From an optimization exercise on the open Yosys and OpenROAD flow, aimed at small area; shortcuts taken in it are not production practice. The RTL was checked by simulation tests, not by an equivalence proof against the original design. Power figures rest on the tool's default switching activity, not on a simulated workload.

Design dct_top, start of the top module:
module dct_top(
    output [11:0] dct_data_out,
    input  [7:0]  dct_data_in,
    input  clk, rst, enb
);
Size: about 2800 cells after synthesis, ~23 I/O pins.
==> module dct_1d, before the edit <==
module dct_1d (
    input  [9:0]  x0, x1, x2, x3, x4, x5, x6, x7,
    input         row,
    output [11:0] yc0, yc1, yc2, yc3, yc4, yc5, yc6, yc7,
    output [9:0]  yr0, yr1, yr2, yr3, yr4, yr5, yr6, yr7
);
localparam N = 10;
localparam W = 14;
wire [N:0] v0, v1, v2, v3, v4, v5, v6, v7;
rca #(N+1) a0 ({x0[N-1], x0}, { x7[N-1],  x7}, 1'b0, v0);
rca #(N+1) a1 ({x1[N-1], x1}, { x6[N-1],  x6}, 1'b0, v1);
rca #(N+1) a2 ({x2[N-1], x2}, { x5[N-1],  x5}, 1'b0, v2);
rca #(N+1) a3 ({x3[N-1], x3}, { x4[N-1],  x4}, 1'b0, v3);
rca #(N+1) a4 ({x3[N-1], x3}, ~{x4[N-1], x4}, 1'b1, v4);
rca #(N+1) a5 ({x2[N-1], x2}, ~{x5[N-1], x5}, 1'b1, v5);
rca #(N+1) a6 ({x1[N-1], x1}, ~{x6[N-1], x6}, 1'b1, v6);
rca #(N+1) a7 ({x0[N-1], x0}, ~{x7[N-1], x7}, 1'b1, v7);
wire [N+1:0] v8, v9, v10, v11, t, vv13, v14;
rca #(N+2) b8  ({v0[N], v0}, { v3[N], v3}, 1'b0, v8);
rca #(N+2) b9  ({v1[N], v1}, { v2[N], v2}, 1'b0, v9);
rca #(N+2) b10 ({v1[N], v1}, ~{v2[N], v2}, 1'b1, v10);
rca #(N+2) b11 ({v0[N], v0}, ~{v3[N], v3}, 1'b1, v11);
rca #(N+2) b12 ({v4[N], v4}, { v5[N], v5}, 1'b0, t);
rca #(N+2) b13 ({v5[N], v5}, { v6[N], v6}, 1'b0, vv13);
rca #(N+2) b14 ({v6[N], v6}, { v7[N], v7}, 1'b0, v14);
wire [N+2:0] v15, v16, vv17, vv18;
rca #(N+3) c15 ({v8[N+1],  v8},  { v9[N+1], v9},  1'b0, v15);
rca #(N+3) c16 ({v8[N+1],  v8},  ~{v9[N+1], v9},  1'b1, v16);
rca #(N+3) c17 ({v10[N+1], v10}, { v11[N+1], v11}, 1'b0, vv17);
rca #(N+3) c18 ({v14[N+1], v14}, ~{t[N+1], t},    1'b1, vv18);
wire [N+2:0] s13;
rca #(N+3) d13 ({vv13[N+1], vv13}, {{2{vv13[N+1]}}, vv13[N+1:1]}, 1'b0, s13);
wire [W-1:0] v13 = {{2{s13[N+2]}}, s13[N+2:1]};
wire [W-1:0] e17 = {vv17[N+2], vv17};
wire [W-1:0] m17;
rca #(W-1) d17 (e17[W-1:1], e17[W-2:0], 1'b0, m17[W-1:1]);
assign m17[0] = e17[0];
wire s17 = row ? m17[W-3] : m17[W-1];
wire t17 = row ? m17[W-3] : m17[W-2];
wire [W-1:0] v17 = {{3{s17}}, t17, m17[W-3:2]};
wire [W-1:0] e18 = {vv18[N+2], vv18};
wire [W-1:0] m18;
rca #(W-1) d18 (e18[W-1:1], e18[W-2:0], 1'b0, m18[W-1:1]);
assign m18[0] = e18[0];
wire s18 = row ? m18[W-3] : m18[W-1];
wire t18 = row ? m18[W-3] : m18[W-2];
wire [W-1:0] v18 = {{4{s18}}, t18, m18[W-3:3]};
wire [W-1:0] th = {{3{t[N+1]}}, t[N+1:1]};
wire [W-1:0] v19;
rca #(W) d19 (th, ~v18, 1'b1, v19);
wire [W-1:0] e14 = {{2{v14[N+1]}}, v14};
wire [W-3:0] p20, q20;
rca #(W-2) d20a (e14[W-3:0], e14[W-1:2], 1'b0, p20);
rca #(W-2) d20b (p20, ~v18[W-3:0], 1'b1, q20);
wire s20 = row ? q20[W-5] : q20[W-3];
wire t20 = row ? q20[W-5] : q20[W-4];
wire [W-1:0] v20 = {{3{s20}}, t20, q20[W-5:0]};
wire [W-1:0] e11 = {{2{v11[N+1]}}, v11};
wire [W-1:0] e7  = {{3{v7[N]}}, v7};
wire [W-1:0] v21, v22, v23, v24;
rca #(W) f21 (v17, e11, 1'b0, v21);
rca #(W) f22 (e11, ~v17, 1'b1, v22);
rca #(W) f23 (v13, e7, 1'b0, v23);
rca #(W) f24 (e7, ~v13, 1'b1, v24);
wire [W-1:0] v25, v26, v27, v28;
rca #(W) g25 (v19, v24, 1'b0, v25);
rca #(W) g26 (v23, v20, 1'b0, v26);
rca #(W) g27 (v23, ~v20, 1'b1, v27);
rca #(W) g28 (v24, ~v19, 1'b1, v28);
wire [W-1:0] m3, m4, m5, m6, m7;
rca #(W-2) h3 (v28[W-1:2], v28[W-3:0], 1'b0, m3[W-1:2]);
assign m3[1:0] = v28[1:0];
wire [W-1:0] e16 = {v16[N+2], v16};
rca #(W-1) h4 (e16[W-1:1], e16[W-2:0], 1'b0, m4[W-1:1]);
assign m4[0] = e16[0];
rca #(W-3) h5 (v25[W-4:0], ~v25[W-1:3], ~|v25[2:0], m5[W-1:3]);
assign m5[2:0] = 3'b000;
rca #(W-2) h6 (v22[W-1:2], v22[W-3:0], 1'b0, m6[W-1:2]);
assign m6[1:0] = v22[1:0];
rca #(W-2) h7 (v27[W-1:2], v27[W-3:0], 1'b0, m7[W-1:2]);
assign m7[1:0] = v27[1:0];
assign yc0 = v15[12:1];
assign yc1 = {v26[13], v26[11:1]};
assign yc2 = {v21[13], v21[11:1]};
assign yc3 = {m3[13], m3[13:3]};
assign yc4 = {m4[13], m4[12:2]};
assign yc5 = {m5[13], m5[13:3]};
assign yc6 = {m6[13], m6[12:2]};
assign yc7 = {m7[13], m7[11:1]};
assign yr0 = v15[10:1];
assign yr1 = {v26[11], v26[9:1]};
assign yr2 = {v21[11], v21[9:1]};
assign yr3 = {m3[11], m3[11:3]};
assign yr4 = {m4[11], m4[10:2]};
assign yr5 = {m5[11], m5[11:3]};
assign yr6 = {m6[11], m6[10:2]};
assign yr7 = {m7[11], m7[9:1]};
endmodule
export LEC_CHECK = 0
export CAP_MARGIN = 20
export CORE_MARGIN = 2
export CORE_UTILIZATION = 60
export SLEW_MARGIN = 20
create_clock -name core_clock -period 12.0 [get_ports {clk}]
standard.sh (not shown) runs the stock make flow with config.mk's settings and CLKGATE_MAP_FILE= SYNTH_SCRIPT=/design/flow/synth_recipe.tcl, a recipe that flattens the netlist after the stock synthesis.
==> flow/flow/run.sh <==
#!/bin/bash
# The standard layout (standard.sh), with:
#  - the standard synthesis, unchanged; its netlist then goes through
#    flow/bubble.py, which moves inverters across full-adder cells (a full
#    adder with all inputs and outputs complemented is the same cell) so
#    that fewer inverters are needed; registers are not touched;
#  - clock tree: clusters of at most 18 flip-flops within 60 um, each driven
#    by a clkbuf_8, and no dummy loads added for level balancing;
#  - port buffers: the smallest buffer, buf_1, on every input and output.
# Logs: synth_run.log (synthesis), bubble.log (netlist pass),
# standard_run.log (floorplan to finish); ORFS's own logs are under orfs/logs.
set -euo pipefail
export CTS_ARGS="-sink_clustering_enable -repair_clock_nets -dont_use_dummy_load -sink_clustering_size 18 -sink_clustering_max_diameter 60 -buf_list sky130_fd_sc_hd__clkbuf_8"
export BUFFER_PORTS_ARGS="-buffer_cell sky130_fd_sc_hd__buf_1"
bash standard.sh synth > synth_run.log 2>&1
R="$PWD/orfs/results/sky130hd/dct_top/base"
cp "$R/1_2_yosys.v" "$PWD/standard_netlist.v"
python3 flow/bubble.py "$PWD/standard_netlist.v" "$R/1_2_yosys.v" bubble.log > bubble_stdout.log 2>&1
rm -f "$R/1_synth.odb" "$R/1_synth.sdc"
bash standard.sh > standard_run.log 2>&1
Other scripts of this flow, unchanged in this note and not shown: flow/flow/bubble.py
Edit:
--- a/flow/design.v
+++ b/flow/design.v
@@ -84,12 +84,11 @@
 rca #(W-2) h3 (v28[W-1:2], v28[W-3:0], 1'b0, m3[W-1:2]);
 assign m3[1:0] = v28[1:0];
 wire [W-1:0] e16 = {v16[N+2], v16};
 rca #(W-1) h4 (e16[W-1:1], e16[W-2:0], 1'b0, m4[W-1:1]);
 assign m4[0] = e16[0];
-rca #(W-3) h5 (v25[W-4:0], ~v25[W-1:3], ~|v25[2:0], m5[W-1:3]);
-assign m5[2:0] = 3'b000;
+rca #(W) h5 ({v25[W-4:0], 3'b000}, ~v25, 1'b1, m5);
 rca #(W-2) h6 (v22[W-1:2], v22[W-3:0], 1'b0, m6[W-1:2]);
 assign m6[1:0] = v22[1:0];
 rca #(W-2) h7 (v27[W-1:2], v27[W-3:0], 1'b0, m7[W-1:2]);
 assign m7[1:0] = v27[1:0];
 assign yc0 = v15[12:1];
Outcome: The changed run completed with no timing, DRC or antenna violations; worst hold slack gets worse by 37 ps; critical path depth climbs by 2; power hardly moves; fmax drops by 1.0%; cell area stays flat; routed wire length drops by 2.8%; global-route usage drops by 0.66 points; sequential share of layout area hardly moves; area after synthesis is about the same.


== lane 5 ==
The RTL this note starts from:
==> flow/design.v <==
module rca #(parameter W = 8) (
    input  [W-1:0] a, b,
    input          ci,
    output [W-1:0] s
);
wire [W:0] c;
assign c[0] = ci;
genvar i;
generate for (i = 0; i < W; i = i + 1) begin : g
    assign s[i]   = a[i] ^ b[i] ^ c[i];
    assign c[i+1] = (a[i] & b[i]) | (c[i] & (a[i] ^ b[i]));
end endgenerate
endmodule
module dct_1d (
    input  [9:0]  x0, x1, x2, x3, x4, x5, x6, x7,
    input         row,
    output [11:0] yc0, yc1, yc2, yc3, yc4, yc5, yc6, yc7,
    output [9:0]  yr0, yr1, yr2, yr3, yr4, yr5, yr6, yr7
);
localparam N = 10;
localparam W = 14;
wire [N:0] v0, v1, v2, v3, v4, v5, v6, v7;
rca #(N+1) a0 ({x0[N-1], x0}, { x7[N-1],  x7}, 1'b0, v0);
rca #(N+1) a1 ({x1[N-1], x1}, { x6[N-1],  x6}, 1'b0, v1);
rca #(N+1) a2 ({x2[N-1], x2}, { x5[N-1],  x5}, 1'b0, v2);
rca #(N+1) a3 ({x3[N-1], x3}, { x4[N-1],  x4}, 1'b0, v3);
rca #(N+1) a4 ({x3[N-1], x3}, ~{x4[N-1], x4}, 1'b1, v4);
rca #(N+1) a5 ({x2[N-1], x2}, ~{x5[N-1], x5}, 1'b1, v5);
rca #(N+1) a6 ({x1[N-1], x1}, ~{x6[N-1], x6}, 1'b1, v6);
rca #(N+1) a7 ({x0[N-1], x0}, ~{x7[N-1], x7}, 1'b1, v7);
wire [N+1:0] v8, v9, v10, v11, t, vv13, v14;
rca #(N+2) b8  ({v0[N], v0}, { v3[N], v3}, 1'b0, v8);
rca #(N+2) b9  ({v1[N], v1}, { v2[N], v2}, 1'b0, v9);
rca #(N+2) b10 ({v1[N], v1}, ~{v2[N], v2}, 1'b1, v10);
rca #(N+2) b11 ({v0[N], v0}, ~{v3[N], v3}, 1'b1, v11);
rca #(N+2) b12 ({v4[N], v4}, { v5[N], v5}, 1'b0, t);
rca #(N+2) b13 ({v5[N], v5}, { v6[N], v6}, 1'b0, vv13);
rca #(N+2) b14 ({v6[N], v6}, { v7[N], v7}, 1'b0, v14);
wire [N+2:0] v15, v16, vv17, vv18;
rca #(N+3) c15 ({v8[N+1],  v8},  { v9[N+1], v9},  1'b0, v15);
rca #(N+3) c16 ({v8[N+1],  v8},  ~{v9[N+1], v9},  1'b1, v16);
rca #(N+3) c17 ({v10[N+1], v10}, { v11[N+1], v11}, 1'b0, vv17);
rca #(N+3) c18 ({v14[N+1], v14}, ~{t[N+1], t},    1'b1, vv18);
wire [N+2:0] s13;
rca #(N+3) d13 ({vv13[N+1], vv13}, {{2{vv13[N+1]}}, vv13[N+1:1]}, 1'b0, s13);
wire [W-1:0] v13 = {{2{s13[N+2]}}, s13[N+2:1]};
wire [W-1:0] e17 = {vv17[N+2], vv17};
wire [W-1:0] m17;
rca #(W-1) d17 (e17[W-1:1], e17[W-2:0], 1'b0, m17[W-1:1]);
assign m17[0] = e17[0];
wire s17 = row ? m17[W-3] : m17[W-1];
wire t17 = row ? m17[W-3] : m17[W-2];
wire [W-1:0] v17 = {{3{s17}}, t17, m17[W-3:2]};
wire [W-1:0] e18 = {vv18[N+2], vv18};
wire [W-1:0] m18;
rca #(W-1) d18 (e18[W-1:1], e18[W-2:0], 1'b0, m18[W-1:1]);
assign m18[0] = e18[0];
wire s18 = row ? m18[W-3] : m18[W-1];
wire t18 = row ? m18[W-3] : m18[W-2];
wire [W-1:0] v18 = {{4{s18}}, t18, m18[W-3:3]};
wire [W-1:0] th = {{3{t[N+1]}}, t[N+1:1]};
wire [W-1:0] v19;
rca #(W) d19 (th, ~v18, 1'b1, v19);
wire [W-1:0] e14 = {{2{v14[N+1]}}, v14};
wire [W-3:0] p20, q20;
rca #(W-2) d20a (e14[W-3:0], e14[W-1:2], 1'b0, p20);
rca #(W-2) d20b (p20, ~v18[W-3:0], 1'b1, q20);
wire s20 = row ? q20[W-5] : q20[W-3];
wire t20 = row ? q20[W-5] : q20[W-4];
wire [W-1:0] v20 = {{3{s20}}, t20, q20[W-5:0]};
wire [W-1:0] e11 = {{2{v11[N+1]}}, v11};
wire [W-1:0] e7  = {{3{v7[N]}}, v7};
wire [W-1:0] v21, v22, v23, v24;
rca #(W) f21 (v17, e11, 1'b0, v21);
rca #(W) f22 (e11, ~v17, 1'b1, v22);
rca #(W) f23 (v13, e7, 1'b0, v23);
rca #(W) f24 (e7, ~v13, 1'b1, v24);
wire [W-1:0] v25, v26, v27, v28;
rca #(W) g25 (v19, v24, 1'b0, v25);
rca #(W) g26 (v23, v20, 1'b0, v26);
rca #(W) g27 (v23, ~v20, 1'b1, v27);
rca #(W) g28 (v24, ~v19, 1'b1, v28);
wire [W-1:0] m3, m4, m5, m6, m7;
rca #(W-2) h3 (v28[W-1:2], v28[W-3:0], 1'b0, m3[W-1:2]);
assign m3[1:0] = v28[1:0];
wire [W-1:0] e16 = {v16[N+2], v16};
rca #(W-1) h4 (e16[W-1:1], e16[W-2:0], 1'b0, m4[W-1:1]);
assign m4[0] = e16[0];
rca #(W) h5 ({v25[W-4:0], 3'b000}, ~v25, 1'b1, m5);
rca #(W-2) h6 (v22[W-1:2], v22[W-3:0], 1'b0, m6[W-1:2]);
assign m6[1:0] = v22[1:0];
rca #(W-2) h7 (v27[W-1:2], v27[W-3:0], 1'b0, m7[W-1:2]);
assign m7[1:0] = v27[1:0];
assign yc0 = v15[12:1];
assign yc1 = {v26[13], v26[11:1]};
assign yc2 = {v21[13], v21[11:1]};
assign yc3 = {m3[13], m3[13:3]};
assign yc4 = {m4[13], m4[12:2]};
assign yc5 = {m5[13], m5[13:3]};
assign yc6 = {m6[13], m6[12:2]};
assign yc7 = {m7[13], m7[11:1]};
assign yr0 = v15[10:1];
assign yr1 = {v26[11], v26[9:1]};
assign yr2 = {v21[11], v21[9:1]};
assign yr3 = {m3[11], m3[11:3]};
assign yr4 = {m4[11], m4[10:2]};
assign yr5 = {m5[11], m5[11:3]};
assign yr6 = {m6[11], m6[10:2]};
assign yr7 = {m7[11], m7[9:1]};
endmodule
module dct_top(
    output [11:0] dct_data_out,
    input  [7:0]  dct_data_in,
    input  clk, rst, enb
);
localparam NP = 91;             
reg  [7:0]  P [0:NP-1];
reg  [11:0] B [0:55];           
reg  [9:0]  T [56:63];          
reg  [5:0]  ph;
reg conv;       
reg row_ins;    
reg row0;       
reg t_shift;    
reg b_shift;    
reg sel_a;      
reg sel_b;      
wire [5:0] phn = rst ? 6'd0 : enb ? ph + 6'd1 : ph;
wire convn = (phn >= 6'd18) && (phn <= 6'd25);
wire row_insn = (phn[2:0] == 3'd1) && !convn;
wire row0n = (phn == 6'd26);
function [9:0] px(input [7:0] p);
    px = {{2{p[7]}}, p};
endfunction
function [9:0] sel3(input [9:0] b, input [7:0] pa, input [7:0] pb, input sb, input sa, input sp);
    sel3 = ({10{sb}} & b) | ({10{sa}} & px(pa)) | ({10{sp}} & px(pb));
endfunction
wire [9:0] x0 = sel3(B[0][9:0],  P[89], P[90], conv, sel_a, sel_b);
wire [9:0] x1 = sel3(B[8][9:0],  P[88], P[89], conv, sel_a, sel_b);
wire [9:0] x2 = sel3(B[16][9:0], P[87], P[88], conv, sel_a, sel_b);
wire [9:0] x3 = sel3(B[24][9:0], P[86], P[87], conv, sel_a, sel_b);
wire [9:0] x4 = sel3(B[32][9:0], P[85], P[86], conv, sel_a, sel_b);
wire [9:0] x5 = sel3(B[40][9:0], P[84], P[85], conv, sel_a, sel_b);
wire [9:0] x6 = sel3(B[48][9:0], P[83], P[84], conv, sel_a, sel_b);
wire [9:0] x7 = sel3(T[56],      P[82], P[83], conv, sel_a, sel_b);
wire [11:0] c0, c1, c2, c3, c4, c5, c6, c7;
wire [9:0]  r0, r1, r2, r3, r4, r5, r6, r7;
dct_1d BF (
    .x0(x0), .x1(x1), .x2(x2), .x3(x3), .x4(x4), .x5(x5), .x6(x6), .x7(x7),
    .row(!conv),
    .yc0(c0), .yc1(c1), .yc2(c2), .yc3(c3), .yc4(c4), .yc5(c5), .yc6(c6), .yc7(c7),
    .yr0(r0), .yr1(r1), .yr2(r2), .yr3(r3), .yr4(r4), .yr5(r5), .yr6(r6), .yr7(r7));
assign dct_data_out = conv ? c0 : B[0];
integer i;
always @(posedge clk) begin
    ph      <= phn;
    conv    <= convn;
    row_ins <= row_insn;
    row0    <= row0n;
    t_shift <= !(row_insn || row0n);
    b_shift <= !(convn || row0n);
    sel_a   <= !convn && !phn[1];
    sel_b   <= !convn && phn[1];
    if (rst) P[0] <= 8'd0;
    else P[0] <= dct_data_in;
    for (i = 1; i < NP; i = i + 1) P[i] <= P[i-1];
    for (i = 0; i < 55; i = i + 1) B[i] <= B[i+1];
    if (conv) begin
        B[7]  <= c1;
        B[15] <= c2;
        B[23] <= c3;
        B[31] <= c4;
        B[39] <= c5;
        B[47] <= c6;
    end
    B[55] <= ({12{conv}} & c7) | ({12{row0}} & {2'b00, r0}) | ({12{b_shift}} & {2'b00, T[56]});
    T[56] <= ({10{row_ins}} & r0) | ({10{row0}} & r1) | ({10{t_shift}} & T[57]);
    T[57] <= ({10{row_ins}} & r1) | ({10{row0}} & r2) | ({10{t_shift}} & T[58]);
    T[58] <= ({10{row_ins}} & r2) | ({10{row0}} & r3) | ({10{t_shift}} & T[59]);
    T[59] <= ({10{row_ins}} & r3) | ({10{row0}} & r4) | ({10{t_shift}} & T[60]);
    T[60] <= ({10{row_ins}} & r4) | ({10{row0}} & r5) | ({10{t_shift}} & T[61]);
    T[61] <= ({10{row_ins}} & r5) | ({10{row0}} & r6) | ({10{t_shift}} & T[62]);
    T[62] <= ({10{row_ins}} & r6) | ({10{row0}} & r7) | ({10{t_shift}} & T[63]);
    T[63] <= r7;
end
endmodule
Settings: LEC_CHECK=0, CAP_MARGIN=20, CORE_MARGIN=2, CORE_UTILIZATION=40, CTS_CLUSTER_DIAMETER=100, CTS_CLUSTER_SIZE=28, SLEW_MARGIN=20; clock period 12.0 ns.
run.sh (not shown) runs the stock make flow with config.mk's settings and CLKGATE_MAP_FILE= SYNTH_SCRIPT=/design/flow/synth_recipe.tcl, a recipe that flattens the netlist after the stock synthesis.
Stock flow here: none of the scripts above is used.
#### Input delta (lane 4 over lane 5)
-- flow/design.v --
<<< lane 5, line 122
reg row_ins;    
reg row0;       
reg t_shift;    
reg b_shift;    
reg sel_a;      
reg sel_b;      
wire [5:0] phn = rst ? 6'd0 : enb ? ph + 6'd1 : ph;
wire convn = (phn >= 6'd18) && (phn <= 6'd25);
wire row_insn = (phn[2:0] == 3'd1) && !convn;
wire row0n = (phn == 6'd26);
function [9:0] px(input [7:0] p);
    px = {{2{p[7]}}, p};
endfunction
function [9:0] sel3(input [9:0] b, input [7:0] pa, input [7:0] pb, input sb, input sa, input sp);
    sel3 = ({10{sb}} & b) | ({10{sa}} & px(pa)) | ({10{sp}} & px(pb));
endfunction
wire [9:0] x0 = sel3(B[0][9:0],  P[89], P[90], conv, sel_a, sel_b);
wire [9:0] x1 = sel3(B[8][9:0],  P[88], P[89], conv, sel_a, sel_b);
wire [9:0] x2 = sel3(B[16][9:0], P[87], P[88], conv, sel_a, sel_b);
wire [9:0] x3 = sel3(B[24][9:0], P[86], P[87], conv, sel_a, sel_b);
wire [9:0] x4 = sel3(B[32][9:0], P[85], P[86], conv, sel_a, sel_b);
wire [9:0] x5 = sel3(B[40][9:0], P[84], P[85], conv, sel_a, sel_b);
wire [9:0] x6 = sel3(B[48][9:0], P[83], P[84], conv, sel_a, sel_b);
wire [9:0] x7 = sel3(T[56],      P[82], P[83], conv, sel_a, sel_b);
wire [11:0] c0, c1, c2, c3, c4, c5, c6, c7;
wire [9:0]  r0, r1, r2, r3, r4, r5, r6, r7;
>>> lane 4, line 122
reg row_ins;    
reg row0;       
reg late;       
wire [5:0] phn = rst ? 6'd0 : enb ? ph + 6'd1 : ph;
wire convn = (phn >= 6'd18) && (phn <= 6'd25);
function [9:0] px(input [7:0] p);
    px = {{2{p[7]}}, p};
endfunction
wire [9:0] x0 = conv ? B[0][9:0]  : px(late ? P[90] : P[89]);
wire [9:0] x1 = conv ? B[8][9:0]  : px(late ? P[89] : P[88]);
wire [9:0] x2 = conv ? B[16][9:0] : px(late ? P[88] : P[87]);
wire [9:0] x3 = conv ? B[24][9:0] : px(late ? P[87] : P[86]);
wire [9:0] x4 = conv ? B[32][9:0] : px(late ? P[86] : P[85]);
wire [9:0] x5 = conv ? B[40][9:0] : px(late ? P[85] : P[84]);
wire [9:0] x6 = conv ? B[48][9:0] : px(late ? P[84] : P[83]);
wire [9:0] x7 = conv ? T[56]      : px(late ? P[83] : P[82]);
wire [11:0] c0, c1, c2, c3, c4, c5, c6, c7;
wire [9:0]  r0, r1, r2, r3, r4, r5, r6, r7;
<<< lane 5, line 156
    ph      <= phn;
    conv    <= convn;
    row_ins <= row_insn;
    row0    <= row0n;
    t_shift <= !(row_insn || row0n);
    b_shift <= !(convn || row0n);
    sel_a   <= !convn && !phn[1];
    sel_b   <= !convn && phn[1];
    if (rst) P[0] <= 8'd0;
    else P[0] <= dct_data_in;
    for (i = 1; i < NP; i = i + 1) P[i] <= P[i-1];
    for (i = 0; i < 55; i = i + 1) B[i] <= B[i+1];
    if (conv) begin
        B[7]  <= c1;
>>> lane 4, line 148
    ph      <= phn;
    conv    <= convn;
    row_ins <= (phn[2:0] == 3'd1) && !convn;
    row0    <= (phn == 6'd26);
    late    <= phn[1];
    if (rst) P[0] <= 8'd0;
    else P[0] <= dct_data_in;
    for (i = 1; i < NP; i = i + 1) P[i] <= P[i-1];
    for (i = 0; i < 55; i = i + 1) B[i] <= B[i+1];
    B[55] <= {2'b00, T[56]};
    for (i = 56; i < 63; i = i + 1) T[i] <= T[i+1];
    T[63] <= r7;
    if (conv) begin
        B[7]  <= c1;
<<< lane 5, line 173
        B[39] <= c5;
        B[47] <= c6;
    end
    B[55] <= ({12{conv}} & c7) | ({12{row0}} & {2'b00, r0}) | ({12{b_shift}} & {2'b00, T[56]});
    T[56] <= ({10{row_ins}} & r0) | ({10{row0}} & r1) | ({10{t_shift}} & T[57]);
    T[57] <= ({10{row_ins}} & r1) | ({10{row0}} & r2) | ({10{t_shift}} & T[58]);
    T[58] <= ({10{row_ins}} & r2) | ({10{row0}} & r3) | ({10{t_shift}} & T[59]);
    T[59] <= ({10{row_ins}} & r3) | ({10{row0}} & r4) | ({10{t_shift}} & T[60]);
    T[60] <= ({10{row_ins}} & r4) | ({10{row0}} & r5) | ({10{t_shift}} & T[61]);
    T[61] <= ({10{row_ins}} & r5) | ({10{row0}} & r6) | ({10{t_shift}} & T[62]);
    T[62] <= ({10{row_ins}} & r6) | ({10{row0}} & r7) | ({10{t_shift}} & T[63]);
    T[63] <= r7;
end
endmodule
>>> lane 4, line 165
        B[39] <= c5;
        B[47] <= c6;
        B[55] <= c7;
    end
    if (row_ins) begin
        T[56] <= r0; T[57] <= r1; T[58] <= r2; T[59] <= r3;
        T[60] <= r4; T[61] <= r5; T[62] <= r6;
    end
    if (row0) begin
        B[55] <= {2'b00, r0};
        T[56] <= r1; T[57] <= r2; T[58] <= r3; T[59] <= r4;
        T[60] <= r5; T[61] <= r6; T[62] <= r7;
    end
end
endmodule
[summary]
- Lane 4 vs lane 5 — cell count after synthesis climbed by a few percent
- Between lane 5 and lane 4, number of nets in the layout increased.
- Count of clock buffers in the final design, lane 4 and lane 5: higher on lane 4
- Looking at global routing usage on met2, lane 4 sits 0.64 points below lane 5.
- Lane 5 vs lane 4, last element of the critical path: B[39][10]$_DFF_P_ vs B[39][11]$_DFF_P_
- Power: lane 4 draws more than lane 5
- Re cell count after placement: lane 4 is 219 up on lane 5.

afterwards: timing with drivers on the ports:
How much do the figures lean on ideal ports? The routed layouts below were timed once more, with nothing changed but the port constraints.
Step 1: set_driving_cell puts a clkbuf_16 on clk and a buf_2 on each other input, an assumption about the parent block.
Step 2, shift: input delay + t, output delay - t, t = (earliest + latest rising clock arrival at the registers) / 2. This alone moves slack from input paths to output paths.
a / b / c = no drivers / after step 1 / after step 2; a / b = the first two.
run | t, ns | setup slack, ns | worst data-port slew with drivers (ns)
the first run of note 1 | 0.764 | 0.539 / 0.539 / 0.539 | 0.04
the second run of note 1 | 0.765 | 0.421 / 0.421 / 0.421 | 0.05
lane 5 | 0.758 | 0.486 / 0.486 / 0.486 | 0.03
lane 4 | 0.734 | 0.388 / 0.388 / 0.388 | 0.17
After both steps setup and hold are still met in every run listed.
